What follows belongs to an exercise in optimizing a design on an open flow for small area, a short achievable clock period and few clock cycles; a production flow would make more cautious choices.
Where RTL was checked, it was by simulation tests only, not by an equivalence proof against the original.
Only the layout flow was run in run 1; the RTL was not checked for function there.
No driver is modelled on the clock port, so clocking that relies on it looks cheaper here than on a real chip.

==> flow/design.v (outline; a module is shown in full before it is edited, if it fits) <==
// module conv_yt: 318 lines
// module mac21: 1393 lines
// module mac21_cpa: 277 lines
module conv_yt(
input             rst,
input             clk,
output            M0_R_req,
output     [31:0] M0_addr,
input      [31:0] M0_R_data,
output     [3:0]  M0_W_req,
output     [31:0] M0_W_data,
output            M1_R_req,
output     [31:0] M1_addr,
input      [31:0] M1_R_data,
output reg [3:0]  M1_W_req,
output     [31:0] M1_W_data,
input             start,
output reg        finish
);
  // ...
==> flow/flow/run.sh <==
#!/bin/bash
# The standard layout (standard.sh) with two additions, both hooks of the
# ORFS scripts:
#  - flow/ports.tcl, before the placement's resizing step: the buffers that
#    buffer_ports puts on the ports become buf_4 instead of the default delay
#    buffer;
#  - flow/post_cts.tcl, after clock tree synthesis: setup repair aimed at a
#    shorter clock period than the design's (the constraints are unchanged).
set -euo pipefail
here=$(pwd)
export PRE_RESIZE_TCL="$here/flow/ports.tcl"
export POST_CTS_TCL="$here/flow/post_cts.tcl"
export FLOW_TARGET_NS=6.4
bash standard.sh > "$here/standard_make.log" 2>&1
==> flow/flow/ports.tcl <==
# Port buffers: the buffers buffer_ports put on every input and output, as a
# stronger, faster buffer than the default delay cell.
set n 0
foreach inst [[ord::get_db_block] getInsts] {
  set name [$inst getName]
  if {[regexp {^(input|output)[0-9]+$} $name] && [[$inst getMaster] getName] eq "sky130_fd_sc_hd__clkdlybuf4s50_1"} {
    replace_cell $name sky130_fd_sc_hd__buf_4
    incr n
  }
}
puts "ports.tcl: replaced $n port buffers"
==> flow/flow/post_cts.tcl <==
set target $::env(FLOW_TARGET_NS)
set margin [expr {$::env(FLOW_PERIOD_NS) - $target}]
puts "post_cts.tcl: repair_timing -setup_margin $margin (target $target ns)"
estimate_parasitics -placement
repair_timing -setup -setup_margin $margin -verbose
detailed_placement
check_placement -verbose
estimate_parasitics -placement
report_worst_slack -max
==> flow/standard.sh <==
#!/bin/bash
# synth_recipe.tcl (not shown) runs the flow's synth.tcl, then flattens the netlist and writes it again
# the make line also repeats each setting of config.mk as NAME=value (left out here)
make -C /OpenROAD-flow-scripts/flow DESIGN_CONFIG=/design/flow/config.mk WORK_HOME=/design/flow/orfs CLKGATE_MAP_FILE= SYNTH_SCRIPT=/design/flow/synth_recipe.tcl "${@:-finish}"
==> flow/config.mk <==
export PLATFORM = sky130hd
export DESIGN_NAME = conv_yt
export DESIGN_NICKNAME = conv_yt
export VERILOG_FILES = /design/flow/design.v
export SDC_FILE = /design/flow/constraint.sdc
export NUM_CORES = 4
export LEC_CHECK = 0
export ABC_AREA = 1
export CAP_MARGIN = 20
export CORE_MARGIN = 2
export CORE_UTILIZATION = 40
export SLEW_MARGIN = 70
==> flow/constraint.sdc <==
create_clock -name core_clock -period 26.0 [get_ports {clk}]
set_input_delay 5.2000 -clock core_clock [delete_from_list [all_inputs] [get_ports {clk}]]
set_output_delay 5.2000 -clock core_clock [all_outputs]
set_load 0.01 [all_outputs]
==> run notes, run 1 <==
Synth Area in Simple Gates 9.28%; Crit path depth 20; PortBufs between 90 and 100; Antenna Diode Count 1; mux cell area share after synthesis under 10%; Die Width roughly 370 µm; Remaining DRCs 0; Compound-Gate Fraction of Synth Area 14.7%; drt via density 5.66; Final Util a little over two fifths; Layout fillers approximately 13,000; pin count of the biggest net entering global routing 59; GR peak layer met2; CLK BUF slightly above 70; CP Capture Point acc1[8]$_DFF_P_; startpoint types register; Max stage delay on crit path 0.56 ns; share of cells above drive strength 1 roughly a tenth; Post-Place Cells approximately 7,900; Vert. Die Dim 367 µm; Seq cells between 400 and 500; fraction of area in registers between 10% and 20%; status complete, no violations; final worst path period share 25.4%; Clock buf/inv share under 10%; clk sinks between 400 and 500; Nets just over 7,000; Reg-to-Reg End acc1[8]$_DFF_P_; Biggest register s0; dominant cells by area after synthesis fa_1 24%, dfxtp_1 16%, xor2_1 11%, inv_1 8.2%, o22ai_1 8.1%; GR met1 Demand/Resource around two fifths; Largest register FFs 93; Routed Wire Length between 150 and 200 mm; Vias 45,511; total die area approximately 140,000 µm²; dpl hpwl 149 mm; Post-synth ARST share 0%; Design Area, Final 57,600 µm²; fraction of area in multi-input gates between 60 and 70%; reg2reg setup slack slightly below 20 ns; synthesized area per cell a little over 8 µm²; hold path start s2[1][2]$_DFF_P_
==> module conv_yt, before the edit <==
module conv_yt(
input             rst,
input             clk,
output            M0_R_req,
output     [31:0] M0_addr,
input      [31:0] M0_R_data,
output     [3:0]  M0_W_req,
output     [31:0] M0_W_data,
output            M1_R_req,
output     [31:0] M1_addr,
input      [31:0] M1_R_data,
output reg [3:0]  M1_W_req,
output     [31:0] M1_W_data,
input             start,
output reg        finish
);
localparam [2:0] S_IDLE = 3'd0, S_LOAD = 3'd1, S_PIX = 3'd2, S_WAIT = 3'd3, S_RLD = 3'd4;
function [9:0] waddr;
    input [3:0] k;
    case (k)
        4'd0: waddr = 10'd787;
        4'd1: waddr = 10'd790;
        4'd2: waddr = 10'd784;
        4'd3: waddr = 10'd788;
        4'd4: waddr = 10'd791;
        4'd5: waddr = 10'd785;
        4'd6: waddr = 10'd789;
        4'd7: waddr = 10'd792;
        4'd8: waddr = 10'd786;
        4'd9: waddr = 10'd793;
        default: waddr = 10'd0;
    endcase
endfunction
function [9:0] raddr_rl;
    input [3:0] n;
    case (n)
        4'd0: raddr_rl = 10'd790;
        4'd1: raddr_rl = 10'd784;
        4'd2: raddr_rl = 10'd787;
        4'd3: raddr_rl = 10'd791;
        4'd4: raddr_rl = 10'd785;
        4'd5: raddr_rl = 10'd788;
        4'd6: raddr_rl = 10'd792;
        4'd7: raddr_rl = 10'd786;
        default: raddr_rl = 10'd789;
    endcase
endfunction
reg  [2:0]  st;
reg  [3:0]  k;           
reg  [9:0]  raddr;       
reg  [9:0]  cbase;       
reg  [1:0]  ri;          
reg         pc;          
reg         rph;         
reg         rhi;         
reg  [4:0]  x;           
reg         nar;         
reg         wx;          
reg         dld_v;       
reg         dld_b;       
reg         dld_hi;      
reg         dld_i;       
reg         hit;         
reg         start_r;     
reg         d_v, d_col, d_wr, d_last, d_xh;
reg  [1:0]  d_al;
reg         m_v, m_col, m_wr, m_last;
reg  [1:0]  m_al, m_aln;         
wire        wy       = ~nar;
wire        last_pc  = (pc == wx);
wire        col_end  = last_pc && (rph == wy);
wire        last_col = (cbase == 10'd727);
wire        r_xh     = pc;
wire        r_yh     = rph;
wire        px_wide  = (M0_R_data[31:20] != {12{M0_R_data[31]}});
wire        w_narrow = (M0_R_data[31:19] == {13{M0_R_data[31]}});
always @(posedge clk) begin
    if (~rst) begin
        st      <= S_IDLE;
        k       <= 4'd0;
        raddr   <= waddr(4'd0);
        ri      <= 2'd0;
        pc      <= 1'b0;
        rph     <= 1'b0;
        x       <= 5'd0;
        dld_v   <= 1'b0;
        d_v     <= 1'b0;
        hit     <= 1'b0;
        wx      <= 1'b0;
        start_r <= 1'b0;
    end else begin
        start_r <= start;
        dld_v   <= 1'b0;
        d_v     <= 1'b0;
        d_al    <= 2'd0;
        hit     <= d_v & ~wx & px_wide;
        ri      <= (ri == 2'd2) ? 2'd0 : ri + 2'd1;
        if (hit) begin
            wx <= 1'b1;
            st <= S_WAIT;
        end else begin
            case (st)
            S_IDLE: begin
                if (start_r) begin
                    st     <= S_LOAD;
                    k      <= 4'd1;
                    raddr  <= waddr(4'd1);
                    dld_v  <= 1'b1;
                    dld_b  <= 1'b0;
                    dld_hi <= 1'b0;
                    dld_i  <= 1'b1;
                    wx     <= 1'b0;
                end
            end
            S_LOAD: begin
                dld_v  <= 1'b1;
                dld_b  <= (k == 4'd9);
                dld_hi <= 1'b0;
                dld_i  <= 1'b1;
                k      <= k + 4'd1;
                raddr  <= waddr(k + 4'd1);
                if (k == 4'd9) begin
                    st    <= S_PIX;
                    ri    <= 2'd0;
                    pc    <= 1'b0;
                    rph   <= 1'b0;
                    x     <= 5'd0;
                    cbase <= 10'd0;
                end
            end
            S_WAIT: begin
                if (ri == 2'd2) begin
                    st    <= S_RLD;
                    k     <= 4'd0;
                    rhi   <= 1'b0;
                    raddr <= raddr_rl(4'd0);
                    pc    <= 1'b0;
                    x     <= 5'd0;
                    cbase <= 10'd0;
                end
            end
            S_RLD: begin
                dld_v  <= 1'b1;
                dld_b  <= 1'b0;
                dld_hi <= rhi;
                dld_i  <= 1'b0;
                k      <= k + 4'd1;
                raddr  <= raddr_rl(k + 4'd1);
                if (k == 4'd8) begin
                    st    <= S_PIX;
                    rph   <= rhi;
                    raddr <= cbase;
                end
            end
            default: begin
                d_v    <= 1'b1;
                d_xh   <= r_xh;
                d_al   <= {r_xh & r_yh, r_xh ^ r_yh};
                d_col  <= (ri == 2'd2) && col_end;
                d_wr   <= (x >= 5'd2);
                d_last <= (ri == 2'd2) && col_end && last_col;
                if (ri != 2'd2) begin
                    raddr <= raddr + 10'd28;
                end else if (!last_pc) begin
                    pc    <= 1'b1;
                    raddr <= cbase;
                end else if (!col_end) begin
                    pc    <= 1'b0;
                    st    <= S_RLD;
                    k     <= 4'd0;
                    rhi   <= 1'b1;
                    raddr <= raddr_rl(4'd0);
                end else if (last_col) begin
                    pc    <= 1'b0;
                    st    <= S_IDLE;
                    raddr <= waddr(4'd0);
                end else begin
                    pc    <= 1'b0;
                    cbase <= cbase + 10'd1;
                    x     <= (x == 5'd27) ? 5'd0 : x + 5'd1;
                    raddr <= cbase + 10'd1;
                    if (rph) begin
                        st    <= S_RLD;
                        k     <= 4'd0;
                        rhi   <= 1'b0;
                        raddr <= raddr_rl(4'd0);
                    end
                end
            end
            endcase
        end
    end
end
function [30:0] benc;
    input [20:0] e;
    integer g;
    begin
        benc[30] = e[0];
        for (g = 0; g < 10; g = g + 1) begin
            benc[g]      = e[2*g+2];
            benc[10 + g] = e[2*g+1] ^ e[2*g];
            benc[20 + g] = (e[2*g+2] & ~e[2*g+1] & ~e[2*g]) | (~e[2*g+2] & e[2*g+1] & e[2*g]);
        end
    end
endfunction
function [20:0] bdec;
    input [30:0] d;
    integer g;
    begin
        bdec[0] = d[30];
        for (g = 0; g < 10; g = g + 1) begin
            bdec[2*g+2] = d[g];
            bdec[2*g+1] = d[10 + g] ^ ((g == 0) ? d[30] : d[g - 1]);
        end
    end
endfunction
reg  [30:0] s0 [0:2];
reg  [20:0] s1 [0:2];
reg  [20:0] s2 [0:2];
reg  [31:0] bias;
wire [20:0] e_new = dld_hi ? {{8{M0_R_data[31]}}, M0_R_data[31:19]} : {M0_R_data[19:0], 1'b0};
always @(posedge clk) begin
    s0[0] <= benc(s1[0]); s0[1] <= benc(s1[1]); s0[2] <= benc(s1[2]);
    s1[0] <= s2[0]; s1[1] <= s2[1]; s1[2] <= s2[2];
    if (dld_v && !dld_b) begin
        s2[0] <= bdec(s0[1]); s2[1] <= bdec(s0[2]); s2[2] <= e_new;
    end else begin
        s2[0] <= bdec(s0[0]); s2[1] <= bdec(s0[1]); s2[2] <= bdec(s0[2]);
    end
    if (dld_v && dld_b) bias <= M0_R_data;
    if (st == S_IDLE && start_r) nar <= 1'b1;
    else if (dld_v && dld_i && !dld_b) nar <= nar & w_narrow;
end
function [20:0] xsel;
    input        v;
    input        split;
    input        hi;
    input [31:0] p;
    xsel = ~v ? 21'd0 : (hi ? {{9{p[31]}}, p[31:20]} : {p[20] & ~split, p[19:0]});
endfunction
reg  [20:0] px0, px1n, px2;      
always @(posedge clk) begin
    px0  <= xsel(d_v, wx, d_xh, M0_R_data);
    px1n <= ~xsel(d_v, wx, d_xh, M0_R_data);
    if (~rst) px2 <= 21'd0;
    else      px2 <= xsel(d_v, wx, d_xh, M0_R_data);
    m_al  <= d_al;
    m_aln <= ~d_al;
end
function [47:0] arow;
    input [1:0]  al;
    input [31:0] a;
    case (al)
        2'd0:    arow = {a, 16'b0};
        2'd1:    arow = {20'b0, a[31:4]};
        default: arow = {40'b0, a[31:24]};
    endcase
endfunction
function [31:0] res;
    input [1:0]  aln;
    input [47:0] t;
    input [31:0] a;
    case (aln)
        2'd3:    res = t[47:16];
        2'd2:    res = {t[27:0], a[3:0]};
        default: res = {t[7:0], a[23:0]};
    endcase
endfunction
reg  [31:0] acc0, acc1, acc2;
reg         pend;        
reg         sh;          
reg         wr_r;
reg         fin_r;
reg  [9:0]  widx;
wire        pend_n = (m_v & m_col) | (pend & ~m_v) | (dld_v & dld_i) | hit;
wire [31:0] ain0 = sh ? bias : acc0;
wire [31:0] ain1 = sh ? acc0 : acc1;
wire [31:0] ain2 = sh ? acc1 : acc2;
wire [47:0] t0, t1, t2;
mac21 u0(.x(px0),   .neg(s0[0][9:0]), .one(s0[0][19:10]), .two(s0[0][29:20]), .a(arow(m_al, ain0)), .rnd(m_aln == 2'd3), .s(t0));
mac21 u1(.x(~px1n), .neg(s0[1][9:0]), .one(s0[1][19:10]), .two(s0[1][29:20]), .a(arow(m_al, ain1)), .rnd(m_aln == 2'd3), .s(t1));
mac21 u2(.x(px2),   .neg(s0[2][9:0]), .one(s0[2][19:10]), .two(s0[2][29:20]), .a(arow(m_al, ain2)), .rnd(m_aln == 2'd3), .s(t2));
wire [31:0] r0 = res(m_aln, t0, ain0);
wire [31:0] r1 = res(m_aln, t1, ain1);
wire [31:0] r2 = res(m_aln, t2, ain2);
always @(posedge clk) begin
    if (~rst) begin
        m_v   <= 1'b0;
        wr_r  <= 1'b0;
        fin_r <= 1'b0;
    end else begin
        m_v   <= d_v & ~hit;
        wr_r  <= m_v & m_col & m_wr & ~hit;
        fin_r <= m_v & m_last & ~hit;
    end
    m_col  <= d_col;
    m_wr   <= d_wr;
    m_last <= d_last;
    pend   <= pend_n;
    sh     <= pend_n & d_v & ~hit;
    acc0   <= r0;
    acc1   <= r1;
    acc2   <= r2;
    if ((st == S_IDLE && start_r) || hit) widx <= 10'd0;
    else if (wr_r) widx <= widx + 10'd1;
end
assign M0_R_req  = 1'b1;
assign M0_addr   = {20'b0, raddr, 2'b0};
assign M0_W_req  = 4'b0000;
assign M0_W_data = 32'b0;
assign M1_R_req  = 1'b1;
assign M1_addr   = {20'b0, widx, 2'b0};
assign M1_W_data = acc2;    
always @(*) begin
    M1_W_req = {4{wr_r}};
    finish   = fin_r;
end
endmodule
==> run 2: changes to the inputs <==
--- a/flow/design.v
+++ b/flow/design.v
@@ -239,10 +239,7 @@
     xsel = ~v ? 21'd0 : (hi ? {{9{p[31]}}, p[31:20]} : {p[20] & ~split, p[19:0]});
 endfunction
-reg  [20:0] px0, px1n, px2;      
+reg  [20:0] px;
 always @(posedge clk) begin
-    px0  <= xsel(d_v, wx, d_xh, M0_R_data);
-    px1n <= ~xsel(d_v, wx, d_xh, M0_R_data);
-    if (~rst) px2 <= 21'd0;
-    else      px2 <= xsel(d_v, wx, d_xh, M0_R_data);
+    px    <= xsel(d_v, wx, d_xh, M0_R_data);
     m_al  <= d_al;
     m_aln <= ~d_al;
@@ -278,7 +275,7 @@
 wire [31:0] ain2 = sh ? acc1 : acc2;
 wire [47:0] t0, t1, t2;
-mac21 u0(.x(px0),   .neg(s0[0][9:0]), .one(s0[0][19:10]), .two(s0[0][29:20]), .a(arow(m_al, ain0)), .rnd(m_aln == 2'd3), .s(t0));
-mac21 u1(.x(~px1n), .neg(s0[1][9:0]), .one(s0[1][19:10]), .two(s0[1][29:20]), .a(arow(m_al, ain1)), .rnd(m_aln == 2'd3), .s(t1));
-mac21 u2(.x(px2),   .neg(s0[2][9:0]), .one(s0[2][19:10]), .two(s0[2][29:20]), .a(arow(m_al, ain2)), .rnd(m_aln == 2'd3), .s(t2));
+mac21 u0(.x(px),    .neg(s0[0][9:0]), .one(s0[0][19:10]), .two(s0[0][29:20]), .a(arow(m_al, ain0)), .rnd(m_aln == 2'd3), .s(t0));
+mac21 u1(.x(px),    .neg(s0[1][9:0]), .one(s0[1][19:10]), .two(s0[1][29:20]), .a(arow(m_al, ain1)), .rnd(m_aln == 2'd3), .s(t1));
+mac21 u2(.x(px),    .neg(s0[2][9:0]), .one(s0[2][19:10]), .two(s0[2][29:20]), .a(arow(m_al, ain2)), .rnd(m_aln == 2'd3), .s(t2));
 wire [31:0] r0 = res(m_aln, t0, ain0);
 wire [31:0] r1 = res(m_aln, t1, ain1);
==> run 2 against run 1 <==
Against the previous run:
- worst setup slack worse by 0.018 ns
- first-iteration DRC count is 5.0% higher
- die area is 2.1% lower
- final area is 1.9% lower
- global-route usage is 0.83 points higher
- via count is 1.4% lower
- fmax is 0.27% lower
- worst hold slack worse by 0.0041 ns
- synthesized cell count is 1.9% lower
- clock-buffer cell count is 8 lower
==> run notes, run 2 <==
status complete, no violations (unchanged); dominant cells by area after synthesis fa_1 25%, dfxtp_1 15%, xor2_1 12%, o22ai_1 8.3%, inv_1 7.9% (was fa_1 24%, dfxtp_1 16%, xor2_1 11%, inv_1 8.2%, o22ai_1 8.1%); total die area 132,000 µm² (was 135,000 µm²); Post-synth top cells 1,091 x inv_1, 694 x xor2_1, 685 x o22ai_1 (was 1,153 x inv_1, 689 x xor2_1, 682 x o22ai_1); Initial Util 40.4% (was 40.3%); Final Hold Vio Count 0 (unchanged); DR WL/cell 25.3 µm (was 24.7 µm); min Tclk post-route 6.61 ns (was 6.59 ns); Rows 131 (was 133); pin count of the biggest net entering global routing 71 (was 59); YS warnings 7 (unchanged); first-pass GRT wire length 292 mm (was 294 mm); Distinct cells, synth 56 (was 53); total gr overflow 0 (unchanged); most frequent cells in the layout 1,030 x inv_1, 683 x xor2_1, 673 x o22ai_1 (was 1,097 x inv_1, 679 x xor2_1, 667 x o22ai_1); Synth Flop Type dfxtp_1 (unchanged); Biggest register s0 (unchanged); CTS tree built (unchanged); Die Width 364 µm (was 367 µm); top-count cell post-synth inv_1 (unchanged); dpl hpwl 148 mm (was 149 mm); Post-Synthesis Cell Area 51,700 µm² (was 52,800 µm²); Routed Wire Length 199 mm (about the same); clk latency of the worst-skew pair 0.65 ns (was 0.64 ns); Design Area, Final 56,500 µm² (was 57,600 µm²); final worst path period share 25.4% (about the same); Post-Place Cells 7,747 (was 7,925); IO Pins 206 (unchanged); Vert. Die Dim 364 µm (was 367 µm); Setup-failing EPs final 0 (unchanged); Worst Hold Class register to register (unchanged); actual slew at the worst max-slew pin around 0.5 ns; reg2reg setup slack 19.39 ns (was 19.41 ns); post-synthesis register bit count 442 (was 484); pre-CTS setup slack 19.32 ns (was 19.26 ns); Worst Path Arrival 7.17 ns (was 7.14 ns); Max Fclk 151 MHz (was 152 MHz); startpoint types register (unchanged); Slew Limit Headroom around 66%; clock skew 0.0341 ns (was 0.0334 ns); number of flops mapped to enable cells by yosys 52 (unchanged); share of cells above drive strength 1 9.47% (was 9.71%); top cell type's share of synthesized area 24.7% (was 24.2%); final antenna-violating net count 0 (unchanged); CTS clock-pin slew for the worst setup and hold paths 0.06 ns (about the same); Vias 44,867 (was 45,511); crit-path max FO 20 (was 14); drt pass-1 iters 6 (unchanged); initial DRC count 5,416 (was 5,158); Final Max Tran Viols 0 (unchanged); PortBufs 91 (unchanged); worst path required time 26.56 ns (was 26.55 ns); area leader, netlist fa_1 (unchanged); Placed Area 54,200 µm² (was 55,400 µm²); Cells after Synth 6,235 (was 6,356); Register Area 9430 µm² (was 10,300 µm²); Remaining DRCs 0 (unchanged); Max Cap Viol 0 (unchanged); drt via density 5.71 (was 5.66); number of global-route vias before repair 44,288 (was 45,653); area grow syn2layout 9.23% (was 8.98%); initial antenna violation count 10 (was 9); Core Region 128,000 µm² (was 131,000 µm²); CP Class register to register (unchanged); nature of the critical path endpoint register (unchanged); worst setup margin 19.39 ns (was 19.41 ns); sequential area share after synthesis 18.1% (was 19.3%); routability cong. 0.999 (was 0.985); Setup TNS 0 ns (unchanged); synthesized area per cell 8.30 µm² (was 8.31 µm²); Post-synth ARST share 0% (unchanged); clk sinks 442 (was 484); Nets 7,032 (was 7,187); Layout fillers 12,666 (was 13,016); biggest regs s0: 93 flops, s1: 63 flops, s2: 63 flops (unchanged); final cell count without fillers 7,857 (was 8,037); commonest non-fill, non-tap cell in the layout inv_1 (unchanged); Largest register FFs 93 (unchanged); RSZ-0062 raised after global routing no (unchanged); multi-input logic area 36,500 µm² (was 36,700 µm²); gr usage total 29.8% (was 29.0%)
[run 2: path summary, 6_finish.rpt]
kind	startpoint	depth (start not counted)	endpoint
setup / recovery	s0[2][11]$_DFF_P_	19	acc2[8]$_DFF_P_
hold / removal	s2[1][16]$_DFF_P_	0	s1[1][16]$_DFF_P_
setup reg to reg	s0[2][11]$_DFF_P_	19	acc2[8]$_DFF_P_
hold reg to reg	s2[1][16]$_DFF_P_	0	s1[1][16]$_DFF_P_
[run 2: final cells by class]
class                      count  area share [%]
multi-input combinational   4239            64.6
timing repair buffer         211            3.82
inverter                    1135            7.83
antenna                        6          0.0266
timing repair inverter         1         0.00886
clock buffer                  63            2.47
sequential                   442            16.7
clock inverter                31           0.684
tap                         1729            3.83
[run 2: critical path: stages (launching register included)]
cell and delay, ns:
dfxtp_1 0.48, clkinv_2 0.38, o22ai_1 0.29, xor2_1 0.22, fa_1 0.50, fa_1 0.54
fa_1 0.58, inv_1 0.06, fa_1 0.53, inv_1 0.05, fa_1 0.50, ha_1 0.46
nand2_1 0.21, o21ai_0 0.28, a21oi_1 0.09, o21ai_0 0.32, a21oi_2 0.10, fa_1 0.54
or2_2 0.31, o221ai_1 0.08
[run 2: cell families (layout without fill, tap and decap cells)]
family / Yosys count / in the layout / synth area share, %
simple gates: 1136 / 1136 / 9.01
buf+inv: 1634 / 1441 / 12.7
compound gates: 1307 / 1307 / 15.2
xor+xnor: 767 / 767 / 13.0
other cells: 2 / 88 / 0.0145
mux: 63 / 63 / 1.30
fa+ha+maj: 884 / 884 / 30.7
flops: 442 / 442 / 18.1
[run 2: through the flow]
step	util (%)	hold slack, ns
after floorplan	-	0.310
after global placement	41.7	0.310
final	44.1	0.299
after global routing	44.1	0.306
after detailed placement	42.4	0.312
[run 2: per-layer routing]
layer | GRT usage [%] | part of all wire [%] | vias to the layer above | wire length [µm]
met3 | 8.70 | 13 | 510 | 25300
met5 | 0 | 0 | - | 0
met1 | 38.8 | 39 | 21986 | 76500
li1 | - | - | 19534 | -
met2 | 44.0 | 43 | 2837 | 84500
met4 | 17.0 | 6.2 | 0 | 12400
Testbench counts of run 2, summed over its fixed seeds: cycles 52,752.
==> run 3: changes to the inputs <==
--- a/flow/flow/run.sh
+++ b/flow/flow/run.sh
@@ -1,5 +1,9 @@
 #!/bin/bash
-# The standard layout (standard.sh) with two additions, both hooks of the
-# ORFS scripts:
+# The standard layout (standard.sh) with three additions:
+#  - flow/fapol.py, after the standard synthesis: chooses, for each full-adder
+#    cell, whether it works on true or complemented signals (a full adder is
+#    self-dual), so that fewer inverters are needed between adders; the
+#    netlist's function and its registers are unchanged. The standard
+#    synthesis's netlist is kept as 1_2_yosys.standard.v;
 #  - flow/ports.tcl, before the placement's resizing step: the buffers that
 #    buffer_ports puts on the ports become buf_4 instead of the default delay
@@ -12,3 +16,8 @@
 export POST_CTS_TCL="$here/flow/post_cts.tcl"
 export FLOW_TARGET_NS=6.4
+res="$here/orfs/results/$FLOW_PLATFORM/conv_yt/base"
+bash standard.sh synth > "$here/standard_synth.log" 2>&1
+cp "$res/1_2_yosys.v" "$here/1_2_yosys.standard.v"
+python3 "$here/flow/fapol.py" "$here/1_2_yosys.standard.v" "$res/1_2_yosys.v" > "$here/fapol.log" 2>&1
+rm -f "$res/1_synth.odb" "$res/1_synth.sdc"
 bash standard.sh > "$here/standard_make.log" 2>&1
==> flow/flow/fapol.py (new file) <==
#!/usr/bin/env python3
"""Remove inverters around full adders in a flat gate-level netlist.

A full adder is self-dual: FA(~a, ~b, ~c) = (~sum, ~cout). So each
sky130_fd_sc_hd__fa_* cell may be fed the complements of its inputs, and then
drives the complements of its outputs. Yosys's adder extraction leaves many
inverters between adders; this script picks, for each adder, whether it works
on true or complemented signals so that fewer signals need an inverter, then
rewrites the netlist with one inverter per signal whose complement is still
needed. The function of the netlist is unchanged; registers are untouched.

usage: fapol.py IN.v OUT.v
"""
import re
import sys
from collections import defaultdict

src = open(sys.argv[1]).read()

# ---- parse the single flat module ----
cell_re = re.compile(r"^  (sky130_fd_sc_hd__\w+) (\\\S+ |\S+) \((.*?)\n  \);\n", re.S | re.M)
pin_re = re.compile(r"\.(\w+)\(((?:\\\S+ )|[^()]*?)\)")
cells = []
for m in cell_re.finditer(src):
    typ, name, body = m.group(1), m.group(2), m.group(3)
    pins = [(p, n.strip()) for p, n in pin_re.findall(body)]
    cells.append([typ, name, pins, m.start(), m.end()])

OUTPINS = {"X", "Y", "Q", "Q_N", "SUM", "COUT", "HI", "LO"}


def is_inv_type(t):
    return re.fullmatch(r"sky130_fd_sc_hd__(clk)?inv_\d+", t) is not None


port_out = set(re.findall(r"^\s*output (?:\[\d+:\d+\] )?(\S+);", src, re.M))
keep = set()
for ci, c in enumerate(cells):
    if is_inv_type(c[0]):
        y = dict(c[2])["Y"]
        if y.split("[")[0] in port_out:
            keep.add(ci)


def is_inv(t, ci=None):
    return is_inv_type(t) and ci not in keep


def is_fa(t):
    return re.fullmatch(r"sky130_fd_sc_hd__fa_\d+", t) is not None


driver = {}
for ci, (typ, name, pins, _, _) in enumerate(cells):
    for p, n in pins:
        if p in OUTPINS:
            driver[n] = (ci, p)

# the logical source of a net: follow inverters back; (source net, inversion)
def source(n):
    inv = 0
    seen = 0
    while n in driver and is_inv(cells[driver[n][0]][0], driver[n][0]) and seen < 100:
        ci = driver[n][0]
        n = dict(cells[ci][2])["A"]
        inv ^= 1
        seen += 1
    return n, inv


const_re = re.compile(r"^\d+'[bh][01]$")
fa_ids = [ci for ci, c in enumerate(cells) if is_fa(c[0])]
fa_of_net = {}
for ci in fa_ids:
    for p, n in cells[ci][2]:
        if p in ("SUM", "COUT"):
            fa_of_net[n] = ci

# loads of each logical signal: (kind, id, pin, inversion)
#   kind "fa": input pin of an adder; kind "fix": any other use, which must
#   see the original polarity
loads = defaultdict(list)
for ci, (typ, name, pins, _, _) in enumerate(cells):
    if is_inv(typ, ci):
        continue
    for p, n in pins:
        if p in OUTPINS:
            continue
        s, inv = source(n)
        if const_re.match(s):
            continue
        loads[s].append(("fa" if is_fa(typ) else "fix", ci, p, inv))
# nets that leave the module (ports) keep their polarity
assign_re = re.compile(r"^  assign (.*?) = (.*?);$", re.M)
for lhs, rhs in assign_re.findall(src):
    s, inv = source(rhs.strip())
    loads[s].append(("fix", -1, lhs, inv))
for n in list(driver):
    base = n.split("[")[0]
    if base in port_out:
        s, inv = source(n)
        loads[s].append(("fix", -1, n, inv))

d = {ci: 0 for ci in fa_ids}
# adders that drive a port, or a net with an escaped name, keep their polarity
frozen = set()
for ci in fa_ids:
    for p, n in cells[ci][2]:
        if p in ("SUM", "COUT") and (n.split("[")[0] in port_out or not re.fullmatch(r"[A-Za-z_][A-Za-z0-9_$]*", n)):
            frozen.add(ci)


def phys(s):
    ci = fa_of_net.get(s)
    return d[ci] if ci is not None else 0


def need(s):
    """1 if some load of signal s needs the complement of what its driver gives."""
    ps = phys(s)
    for kind, ci, p, inv in loads[s]:
        want = inv ^ (d[ci] if kind == "fa" else 0)
        if want != ps:
            return 1
    return 0


fa_in = {ci: [source(n) for p, n in cells[ci][2] if p in ("A", "B", "CIN")] for ci in fa_ids}
fa_out = {ci: [n for p, n in cells[ci][2] if p in ("SUM", "COUT")] for ci in fa_ids}


def touched(ci):
    ss = set(s for s, _ in fa_in[ci] if not const_re.match(s)) | set(fa_out[ci])
    return ss


before = sum(need(s) for s in loads)
for it in range(20):
    changed = 0
    for ci in fa_ids:
        if ci in frozen:
            continue
        ss = touched(ci)
        cur = sum(need(s) for s in ss)
        d[ci] ^= 1
        new = sum(need(s) for s in ss)
        if new < cur:
            changed += 1
        else:
            d[ci] ^= 1
    if not changed:
        break
after = sum(need(s) for s in loads)

# ---- rewrite ----
def esc(n):
    return n + " " if n.startswith("\\") else n



# complement nets: one inverter per signal that needs one
comp = {}
newcells = []
k = 0
for s in loads:
    if need(s):
        k += 1
        nn = f"_fapol_n{k}_"
        comp[s] = nn
        newcells.append((s, nn, k))


def pname(s):
    """the net that a signal's driver drives: renamed when complemented"""
    return s + "_fapol" if phys(s) else s


def net_for(s, want):
    """the physical net that carries logical signal s ^ want"""
    if const_re.match(s):
        width, val = s.split("'")
        bit = int(val[1:], 2 if val[0] == "b" else 16) & 1
        return f"1'b{bit ^ want}"
    return esc(pname(s)) if phys(s) == want else comp[s]


out = []
pos = 0
for ci, (typ, name, pins, a, b) in enumerate(cells):
    out.append(src[pos:a])
    pos = b
    if is_inv(typ, ci):
        continue  # replaced by the inverters above
    lines = []
    for p, n in pins:
        if p in OUTPINS:
            lines.append(f"    .{p}({esc(pname(n)) if is_fa(typ) else esc(n)})")
        else:
            s, inv = source(n)
            want = inv ^ (d[ci] if is_fa(typ) else 0)
            lines.append(f"    .{p}({net_for(s, want)})")
    out.append(f"  {typ} {name} (\n" + ",\n".join(lines) + "\n  );\n")
out.append(src[pos:])
res = "".join(out)
# declare the new nets and add the inverters before endmodule
decl = "".join(f"  wire {comp[s]};\n" for s in comp)
decl += "".join(f"  wire {n}_fapol;\n" for ci in fa_ids if d[ci] for n in fa_out[ci])
invs = "".join(f"  sky130_fd_sc_hd__inv_1 _fapol_i{k}_ (\n    .A({esc(pname(s))}),\n    .Y({nn})\n  );\n" for s, nn, k in newcells)
idx = res.rindex("endmodule")
res = res[:idx] + invs + res[idx:]
first_cell = re.search(r"^  sky130_fd_sc_hd__", res, re.M).start()
res = res[:first_cell] + decl + res[first_cell:]
# nets driven only through inverters that no longer exist: drive them again
# (ports and other fixed users were counted as loads, so they are covered)
open(sys.argv[2], "w").write(res)
ninv_before = sum(1 for ci, c in enumerate(cells) if is_inv(c[0], ci))
print(f"fapol: {len(fa_ids)} adders, {sum(d.values())} complemented; inverters {ninv_before} -> {len(comp)}"
      f" (signals needing one: {before} -> {after})")
==> run 3 against run 2 <==
Against the previous run:
- still clean on timing, DRC and antenna
- worst hold slack improved by 0.013 ns
- area after synthesis down 3.1%
- fmax decreased by 1.3%
- critical path depth is 2 higher
- final area is 2.5% lower
- final cell count fell by 6.7%
==> run notes, run 3 <==
Design Area, Final 55,100 µm² (was 56,500 µm²); initial antenna violation count 4 (was 10); final antenna-violating net count 0 (unchanged); clk sinks 442 (unchanged); Initial Util 40.4% (about the same); first-pass GRT wire length 292 mm (about the same); Top delay family on crit path adder cells (unchanged); Nets 6,600 (was 7,032); Slew Limit Headroom 66.8% (was 66.4%); critical path buffer and inverter count 3 (unchanged); total gr overflow 0 (unchanged); Biggest register s0 (unchanged); PortBufs 91 (unchanged); Max Fclk 149 MHz (was 151 MHz); Max Cap Viol 0 (unchanged); Worst Hold Class register to register (unchanged); Setup-failing EPs final 0 (unchanged); Setup TNS 0 ns (unchanged); routability cong. 0.966 (was 0.999); drt pass-1 iters 6 (unchanged); total die area 128,000 µm² (was 132,000 µm²); biggest regs s0: 93 flops, s1: 63 flops, s2: 63 flops (unchanged); CTS clock-pin slew for the worst setup and hold paths 0.06 ns (about the same); Max stage delay on crit path 0.54 ns (was 0.58 ns); clk latency of the worst-skew pair 0.67 ns (was 0.65 ns); share of cells above drive strength 1 11.0% (was 9.47%); YS warnings 7 (unchanged); final cell count without fillers 7,328 (was 7,857); CP Class register to register (unchanged); nature of the critical path endpoint register (unchanged); gr usage total 31.0% (was 29.8%); initial DRC count 4,832 (was 5,416); actual slew at the worst max-slew pin 0.493 ns (was 0.501 ns); Layout fillers 12,045 (was 12,666); RSZ-0062 raised after global routing no (unchanged); Vert. Die Dim 358 µm (was 364 µm); clock skew 0.0395 ns (was 0.0341 ns); most frequent cells in the layout 684 x xor2_1, 669 x o22ai_1, 639 x fa_1 (was 1,030 x inv_1, 683 x xor2_1, 673 x o22ai_1); Final Max Tran Viols 0 (unchanged); commonest non-fill, non-tap cell in the layout xor2_1 (was inv_1); number of global-route vias before repair 42,662 (was 44,288); status complete, no violations (unchanged); pin count of the biggest net entering global routing 73 (was 71); Remaining DRCs 0 (unchanged); synthesized area per cell 8.62 µm² (was 8.30 µm²); Rows 129 (was 131); Final Hold Vio Count 0 (unchanged); cell mode on critical path fa_1 (unchanged); Placed Area 52,700 µm² (was 54,200 µm²); slowest CP cell fa_1 (unchanged); crit-path max FO 31 (was 20); Post-Synthesis Cell Area 50,100 µm² (was 51,700 µm²); Vias 43,479 (was 44,867); Core Region 124,000 µm² (was 128,000 µm²); area grow syn2layout 9.86% (was 9.23%); Worst Path Arrival 7.19 ns (was 7.17 ns); Post-Place Cells 7,228 (was 7,747); Routed Wire Length 200 mm (was 199 mm); Largest register FFs 93 (unchanged); startpoint types register (unchanged); final worst path period share 25.7% (was 25.4%); worst path required time 26.50 ns (was 26.56 ns); Die Width 358 µm (was 364 µm); drt via density 5.93 (was 5.71); DR WL/cell 27.4 µm (was 25.3 µm); CP cell instances inv_2 > buf_6 > buf_12 > o22ai_1 > xor2_1 > fa_1 > fa_1 > fa_1 > fa_1 > fa_1 > ha_1 > a21oi_2 > o21ai_1 > a21oi_1 > nand2_1 > nand2_1 > nand2_1 > nor2_2 > fa_1 > o22ai_1 > o21bai_1 (was clkinv_2 > o22ai_1 > xor2_1 > fa_1 > fa_1 > fa_1 > inv_1 > fa_1 > inv_1 > fa_1 > ha_1 > nand2_1 > o21ai_0 > a21oi_1 > o21ai_0 > a21oi_2 > fa_1 > or2_2 > o221ai_1); dpl hpwl 151 mm (was 148 mm); IO Pins 206 (unchanged); min Tclk post-route 6.69 ns (was 6.61 ns); CTS tree built (unchanged); Cells after Synth 5,814 (was 6,235)
run 3: per-stage QoR:
step	hold slack (ns)	utilization [%]	setup WS (ns)
global route	0.326	44.4	19.07
floorplan	0.310	-	19.57
detailed placement	0.312	42.5	19.15
finish	0.312	44.4	19.31
global placement	0.310	41.7	18.01
run 3: worst paths after layout:
kind,from,to,slack (ns),depth (start not counted)
max,px[13]$_SDFF_PN0_,acc1[18]$_DFF_P_,19.31,21
min,s2[1][16]$_DFF_P_,s1[1][16]$_DFF_P_,0.31,0
max reg2reg,px[13]$_SDFF_PN0_,acc1[18]$_DFF_P_,19.31,21
min reg2reg,s2[1][16]$_DFF_P_,s1[1][16]$_DFF_P_,0.31,0
run 3: metal layers:
layer | up-vias | part of all wire (%) | GRT usage, %
li1 | 18695 | - | -
met1 | 21224 | 38 | 40.2
met2 | 2964 | 42 | 45.3
met3 | 592 | 12 | 9.12
met4 | 4 | 7.6 | 19.2
met5 | - | 0.013 | 0
run 3: cell type report:
| cell class | count | area (µm²) | share of cell area, % |
|---|---|---|---|
| diodes | 1 | 2.50 | 0.00454 |
| clock buffers | 65 | 1450 | 2.64 |
| clock inverters | 29 | 408 | 0.741 |
| inverters | 714 | 2870 | 5.22 |
| multi-input cells | 4239 | 36600 | 66.5 |
| flip-flops and latches | 442 | 9480 | 17.2 |
| well taps | 1637 | 2050 | 3.72 |
| repair buffers | 201 | 2180 | 3.95 |
==> run 4: changes to the inputs <==
--- a/flow/flow/run.sh
+++ b/flow/flow/run.sh
@@ -15,5 +15,5 @@
 export PRE_RESIZE_TCL="$here/flow/ports.tcl"
 export POST_CTS_TCL="$here/flow/post_cts.tcl"
-export FLOW_TARGET_NS=6.4
+export FLOW_TARGET_NS=6.0
 res="$here/orfs/results/$FLOW_PLATFORM/conv_yt/base"
 bash standard.sh synth > "$here/standard_synth.log" 2>&1
==> run 4 against run 3 <==
Against the previous run:
- fmax up 3.3%
- highest routed layer unchanged
- first-iteration DRC count up 13%
- via count up 2.1%
- still clean on timing, DRC and antenna
- critical path type unchanged
- non-clock buffer count up 69
==> run notes, run 4 <==
cell mode on critical path fa_1 (unchanged); slowest CP cell fa_1 (unchanged); nature of the critical path endpoint register (unchanged); Slew Limit Headroom 66.4% (was 66.8%); area grow syn2layout 13.5% (was 9.86%); gr usage total 32.2% (was 31.0%); Setup TNS 0 ns (unchanged); Final Hold Vio Count 0 (unchanged); RSZ-0062 raised after global routing no (unchanged); status complete, no violations (unchanged); CP Class register to register (unchanged); IO Pins 206 (unchanged); routability cong. 0.966 (unchanged); Setup-failing EPs final 0 (unchanged); reg2reg setup slack 19.52 ns (was 19.31 ns); worst path required time 26.57 ns (was 26.50 ns); Top delay family on crit path adder cells (unchanged); WHS Path Cells 0 (unchanged); first-pass GRT wire length 301 mm (was 292 mm); critical path buffer and inverter count 1 (was 3); startpoint types register (unchanged); total die area 128,000 µm² (unchanged); CP cell instances clkinv_2 > o22ai_1 > xor2_1 > fa_1 > fa_1 > fa_1 > fa_1 > fa_1 > ha_2 > a21oi_4 > o21ai_1 > a21oi_1 > o21ai_0 > nand2_1 > nand2_1 > nor2_4 > fa_1 > o22ai_1 > o21bai_1 (was inv_2 > buf_6 > buf_12 > o22ai_1 > xor2_1 > fa_1 > fa_1 > fa_1 > fa_1 > fa_1 > ha_1 > a21oi_2 > o21ai_1 > a21oi_1 > nand2_1 > nand2_1 > nand2_1 > nor2_2 > fa_1 > o22ai_1 > o21bai_1); biggest regs s0: 93 flops, s1: 63 flops, s2: 63 flops (unchanged); Reg-to-Reg End acc0[18]$_DFF_P_ (was acc1[18]$_DFF_P_); clk sinks 442 (unchanged); worst setup margin 19.52 ns (was 19.31 ns); YS warnings 7 (unchanged); Nets 6,673 (was 6,600); clk latency of the worst-skew pair 0.67 ns (about the same); actual slew at the worst max-slew pin 0.499 ns (was 0.493 ns); final worst path period share 24.9% (was 25.7%); drt via density 6.00 (was 5.93); Largest register FFs 93 (unchanged); hold path start s2[1][2]$_DFF_P_ (was s2[1][16]$_DFF_P_); Remaining DRCs 0 (unchanged); crit-path max FO 20 (was 31); drt pass-1 iters 8 (was 6); initial antenna violation count 7 (was 4); synthesized area per cell 8.62 µm² (unchanged); worst r2r path cells 19 (was 21); Layout fillers 11,886 (was 12,045); CTS clock-pin slew for the worst setup and hold paths 0.06 ns (about the same); Vias 44,399 (was 43,479); total gr overflow 0 (unchanged); Max Fclk 154 MHz (was 149 MHz); most frequent cells in the layout 683 x xor2_1, 657 x o22ai_1, 625 x fa_1 (was 684 x xor2_1, 669 x o22ai_1, 639 x fa_1); PortBufs 91 (unchanged); DR WL/cell 28.1 µm (was 27.4 µm); Post-Synthesis Cell Area 50,100 µm² (unchanged); Max stage delay on crit path 0.57 ns (was 0.54 ns); Vert. Die Dim 358 µm (unchanged); Worst Hold Class register to register (unchanged); initial DRC count 5,468 (was 4,832); dpl hpwl 151 mm (unchanged); FF-to-FF Start s0[0][10]$_DFF_P_ (was px[13]$_SDFF_PN0_); Rows 129 (unchanged); Final Util 45.9% (was 44.4%); commonest non-fill, non-tap cell in the layout xor2_1 (unchanged); Crit path depth 19 (was 21); number of global-route vias before repair 43,548 (was 42,662); Initial Util 40.4% (unchanged); Cells after Synth 5,814 (unchanged); Routed Wire Length 208 mm (was 200 mm); Core Region 124,000 µm² (unchanged); Biggest register s0 (unchanged); Final Max Tran Viols 0 (unchanged); Hold EP s1[1][2]$_DFF_P_ (was s1[1][16]$_DFF_P_); pin count of the biggest net entering global routing 73 (unchanged); Worst Path Arrival 7.05 ns (was 7.19 ns); Die Width 358 µm (unchanged); min Tclk post-route 6.48 ns (was 6.69 ns); final antenna-violating net count 0 (unchanged); CTS tree built (unchanged); Max Cap Viol 0 (unchanged); share of cells above drive strength 1 14.3% (was 11.0%); pre-CTS setup slack 19.15 ns (unchanged); clock skew 0.0461 ns (was 0.0395 ns)
run 4: cell types whose count changed in the layout (fill, tap and decap cells not counted), moves of 13 or more:
cell and change:
a21oi_1 -18, a21oi_2 +14, buf_6 +58, dfxtp_1 -26, dfxtp_4 +14, fa_1 -14
fa_2 +14, nor2_1 -14, o21ai_0 -13
run 4: per-layer routing:
| metal | GRT usage, % | up-vias | wire length [µm] |
|---|---|---|---|
| li1 | - | 18853 | - |
| met1 | 41.1 | 21759 | 78300 |
| met2 | 46.7 | 3056 | 85900 |
| met3 | 10.5 | 717 | 26900 |
| met4 | 20.8 | 14 | 17100 |
| met5 | 0.333 | - | 166 |
run 4: final cells by class:
type                    count  area, µm²  share of cell area [%]
diodes                      3       7.51                  0.0132
clock buffers              65       1450                    2.55
clock inverters            29        408                   0.717
inverters                 714       3010                    5.29
multi-input cells        4239      37200                    65.3
flip-flops and latches    442       9540                    16.8
well taps                1637       2050                    3.60
repair buffers            270       3230                    5.68
repair inverters            4       35.0                  0.0615
run 4: worst max-delay path by stage:
stage | from | endpoint | slack, ns
2_1_floorplan | rst | cbase[0]$_SDFFCE_PN0P_ | 19.57
3_3_place_gp | rst | d_col$_DFFE_PP_ | 18.01
3_5_place_dp | rst | d_last$_DFFE_PP_ | 19.15
5_1_grt | s0[0][10]$_DFF_P_ | acc0[18]$_DFF_P_ | 19.33
6_report | s0[0][10]$_DFF_P_ | acc0[18]$_DFF_P_ | 19.52
run 4: through the flow:
step	instances	hold slack [ns]	instance area [µm²]
2_1_floorplan	5894	0.310	50400
3_3_place_gp	7204	0.310	51700
3_5_place_dp	7228	0.312	52700
5_1_grt	7400	0.328	56900
6_report	7403	0.308	56900

-- separate check: timing with driven ports --
Ports are ideal in the flow. The routed layouts listed here were re-timed in OpenROAD. Step 1: set_driving_cell puts a clkbuf_16 on clk and a buf_2 on each other input, an assumption about the parent block. Step 2 moves the port delays by t, midway between the first and last clock arrival at a register: inputs arrive t later, outputs are due t later. That takes back most of the time a late clock gives input paths. Slacks: no drivers / after step 1 / after step 2; pairs: no drivers / after step 1.
| run | t, ns | setup slack, ns | worst setup path after step 2 | clock arrival spread, ns | worst data-port slew with drivers (ns) |
|---|---|---|---|---|---|
| run 1 | 0.695 | 19.408 / 19.408 / 19.393 | input to register | 0.033 / 0.033 | 0.07 |
| run 2 | 0.702 | 19.390 / 19.390 / 19.318 | input to register | 0.039 / 0.040 | 0.23 |
| run 3 | 0.716 | 19.306 / 19.306 / 18.999 | input to register | 0.043 / 0.043 | 0.07 |
| run 4 | 0.720 | 19.518 / 19.518 / 19.110 | input to register | 0.046 / 0.046 | 0.07 |
After both steps every run listed still meets setup and hold. The setup slack of run 4, which loses most, moves by 0.000 ns with the drivers and by -0.408 ns with both steps.
